From an optimization exercise on the open Yosys and OpenROAD flow, aimed at small area; shortcuts taken in it are not production practice.
Function was checked by simulation only, so behaviour that the tests miss may differ from the original.
The clock port is modelled as an ideal driver, which makes a skipped or thinned clock tree look cheaper than it is; a real chip needs a root buffer or a tree.
No activity file was given, so power comes from the tool's default toggle rates.

// top_module
module top_module
(
    CLK, RSTn, LED_Out
);
    input CLK;
    input RSTn;
    output [3:0] LED_Out;
    localparam [13:0] P = 14'b10101010101011;
    reg  [13:0] y;
    wire [13:0] r = y ^ P;
    reg [1:0]  s;
    reg [2:1]  gh;
    reg        gl;
    wire [2:0] g = {gh, gl};
    wire rst_st = g[2] & ~g[1];               
    wire x_st   = ~g[2] & g[1] & ~g[0];       
    wire g0  = ~g[2] & ~g[1] & ~g[0];         
    wire g2  = ~g[2] &  g[1] &  g[0];         
    wire g3  =  g[2] &  g[1] &  g[0];         
    wire g4  =  g[2] &  g[1] & ~g[0];         
    wire s0  = ~s[1] & ~s[0];                 
    wire s3  =  s[1] & ~s[0];                 
    wire tick  = (r == 14'd0);
    wire h     = ~(r[3] | r[4] | r[5] | r[11]);
    wire stall = tick & g4 & s3;
    wire fb    = (r[13] ^ r[0] ^ h) & ~stall;
    always @(posedge CLK)
        y <= (rst_st ? 14'd1 : {r[12:0], fb}) ^ P;
    reg [2:0] gn;
    reg [1:0] sn;
    always @(*) begin
        if (rst_st) begin
            gn = 3'b000;  sn = 2'b00;
        end else if (x_st) begin
            gn = 3'b000;  sn = s;
        end else begin
            sn = {s[0], ~s[1]};
            if (!s3)
                gn = g;
            else if (g4)
                gn = 3'b010;
            else
                gn = {g[1:0], ~g[2]};
        end
    end
    always @(posedge CLK or negedge RSTn)
        if (!RSTn)
            gh <= 2'b10;
        else if (tick | rst_st)
            gh <= gn[2:1];
    always @(posedge CLK)
        if (tick | rst_st) begin
            gl <= gn[0];
            s  <= sn;
        end
    wire on = g0 | g4 | x_st;
    assign LED_Out[0] = on | g2;
    assign LED_Out[1] = on | (g2 & (s[0] | s[1])) | (g3 & s0);
    assign LED_Out[2] = on | (g2 & s[1]) | (g3 & ~s[1]);
    assign LED_Out[3] = on | (g2 & s3) | (g3 & ~s3);
endmodule
==> flow/config.mk <==
export PLATFORM = sky130hd
export DESIGN_NAME = top_module
export DESIGN_NICKNAME = top_module
export VERILOG_FILES = /design/flow/design.v
export SDC_FILE = /design/flow/constraint.sdc
export NUM_CORES = 4
export LEC_CHECK = 0
export CAP_MARGIN = 20
export CORE_AREA = 2 2 62 62
export DIE_AREA = 0 0 64 64
export PLACE_DENSITY = 0.85
export SLEW_MARGIN = 20
==> flow/constraint.sdc <==
create_clock -name core_clock -period 10.0 [get_ports {CLK}]
set_input_delay 2.0000 -clock core_clock [delete_from_list [all_inputs] [get_ports {CLK}]]
set_output_delay 2.0000 -clock core_clock [all_outputs]
set_load 0.01 [all_outputs]
standard.sh (not shown) runs the stock make flow with config.mk's settings and CLKGATE_MAP_FILE= SYNTH_SCRIPT=/design/flow/synth_recipe.tcl, a recipe that flattens the netlist after the stock synthesis.
==> flow/flow/run.sh <==
#!/bin/bash
# Standard flow, with the combinational logic of the standard synthesis
# re-mapped by ABC for area (registers untouched; best of eight seeds), the
# ports buffered with small buffers and a one-buffer clock tree
# (flow/pre_cts.tcl).
set -euo pipefail
HERE=$(pwd)
R=$HERE/orfs/results/$FLOW_PLATFORM/top_module/base
LIB=$FLOW_HOME/platforms/sky130hd/lib/sky130_fd_sc_hd__tt_025C_1v80.lib

bash standard.sh synth > "$HERE/log_synth.txt" 2>&1

cp "$R/1_2_yosys.v" "$HERE/1_2_yosys.std.v"
# the platform's don't-use cells (lpflow_*, probes, spare cell) stay unused
DONTUSE=$(grep -oE 'cell *\("?sky130_fd_sc_hd__(lpflow_|probe|macro_sparecell)[a-z0-9_]*' "$LIB" \
          | sed -E 's/.*(sky130_fd_sc_hd__[a-z0-9_]*)/-dont_use \1/' | sort -u | tr '\n' ' ')
# ABC is run with eight random seeds; the smallest netlist is kept
for S in 0 1 2 3 4 5 6 7; do
  sed "s/&deepsyn -J 200 -T 120/\&deepsyn -J 200 -T 120 -S $S/" flow/abc_area.script > "$HERE/abc_area_$S.script"
  sed -e "s|{LIB}|$LIB|g" -e "s|{IN}|$HERE/1_2_yosys.std.v|" -e "s|{DONTUSE}|$DONTUSE|" \
      -e "s|{OUT}|$HERE/1_2_yosys.remap_$S.v|" -e "s|{SCRIPT}|$HERE/abc_area_$S.script|" \
      flow/remap.ys > "$HERE/remap_$S.ys"
  yosys -q -l "$HERE/log_remap_$S.txt" -s "$HERE/remap_$S.ys" > /dev/null &
done
wait
BEST=$(for S in 0 1 2 3 4 5 6 7; do
         A=$(grep 'Chip area' "$HERE/log_remap_$S.txt" | tail -1 | awk '{print $NF}' || true)
         if [[ -n "$A" && -s "$HERE/1_2_yosys.remap_$S.v" ]]; then echo "$A $S"; fi
       done | sort -g | head -1 | awk '{print $2}')
echo "remap: seed $BEST" > "$HERE/log_remap_choice.txt"
cp "$HERE/1_2_yosys.remap_$BEST.v" "$HERE/1_2_yosys.remap.v"
cp "$HERE/1_2_yosys.remap.v" "$R/1_2_yosys.v"
rm -f "$R/1_synth.odb" "$R/1_synth.sdc"

# ports get buf_1
export BUFFER_PORTS_ARGS="-buffer_cell sky130_fd_sc_hd__buf_1"
export PRE_CTS_TCL="$HERE/flow/pre_cts.tcl"
bash standard.sh finish > "$HERE/log_finish.txt" 2>&1
Other scripts of this flow, unchanged in this note and not shown: flow/flow/abc_area.script, flow/flow/pre_cts.tcl, flow/flow/remap.ys
The baseline completed without violations.
==> next run, changes <==
--- a/flow/config.mk
+++ b/flow/config.mk
@@ -11 +10,0 @@
-export PLACE_DENSITY = 0.85
=> The new run finished with timing, DRC and antenna clean. Wire length climbs by 2.4%. Synthesized area does not change. Power climbs by 1.1%. Synthesized cell count is unchanged. Sequential power stays flat. Worst hold slack gets better by 0.011 ns. Maximum frequency stays flat.
In every run of this note, the design's own scripts or RTL, not TritonCTS, make the clock network.

==> port drivers added, routing unchanged <==
Ports are ideal in the flow. The routed layouts listed here were re-timed in OpenROAD. Step 1, drivers: a clkbuf_16 drives CLK and a buf_2 each remaining input, both assumed. Step 2 times the ports against the registers' clock, not the clock port: input delays grow and output delays shrink by t, the midpoint of the rising clock arrivals with the driver on. Three values: no drivers, after step 1, after step 2; two values: the first two.
| run | shift t [ns] | slack for setup (ns) | hold WS [ns] | worst setup path at the end |
|---|---|---|---|---|
| the first run | 0.160 | 5.905 / 5.883 / 6.043 | 0.385 / 0.385 / 0.385 | register to output |
| the second run | 0.168 | 5.913 / 5.888 / 6.056 | 0.396 / 0.396 / 0.396 | register to output |
After both steps every run listed still meets setup and hold.
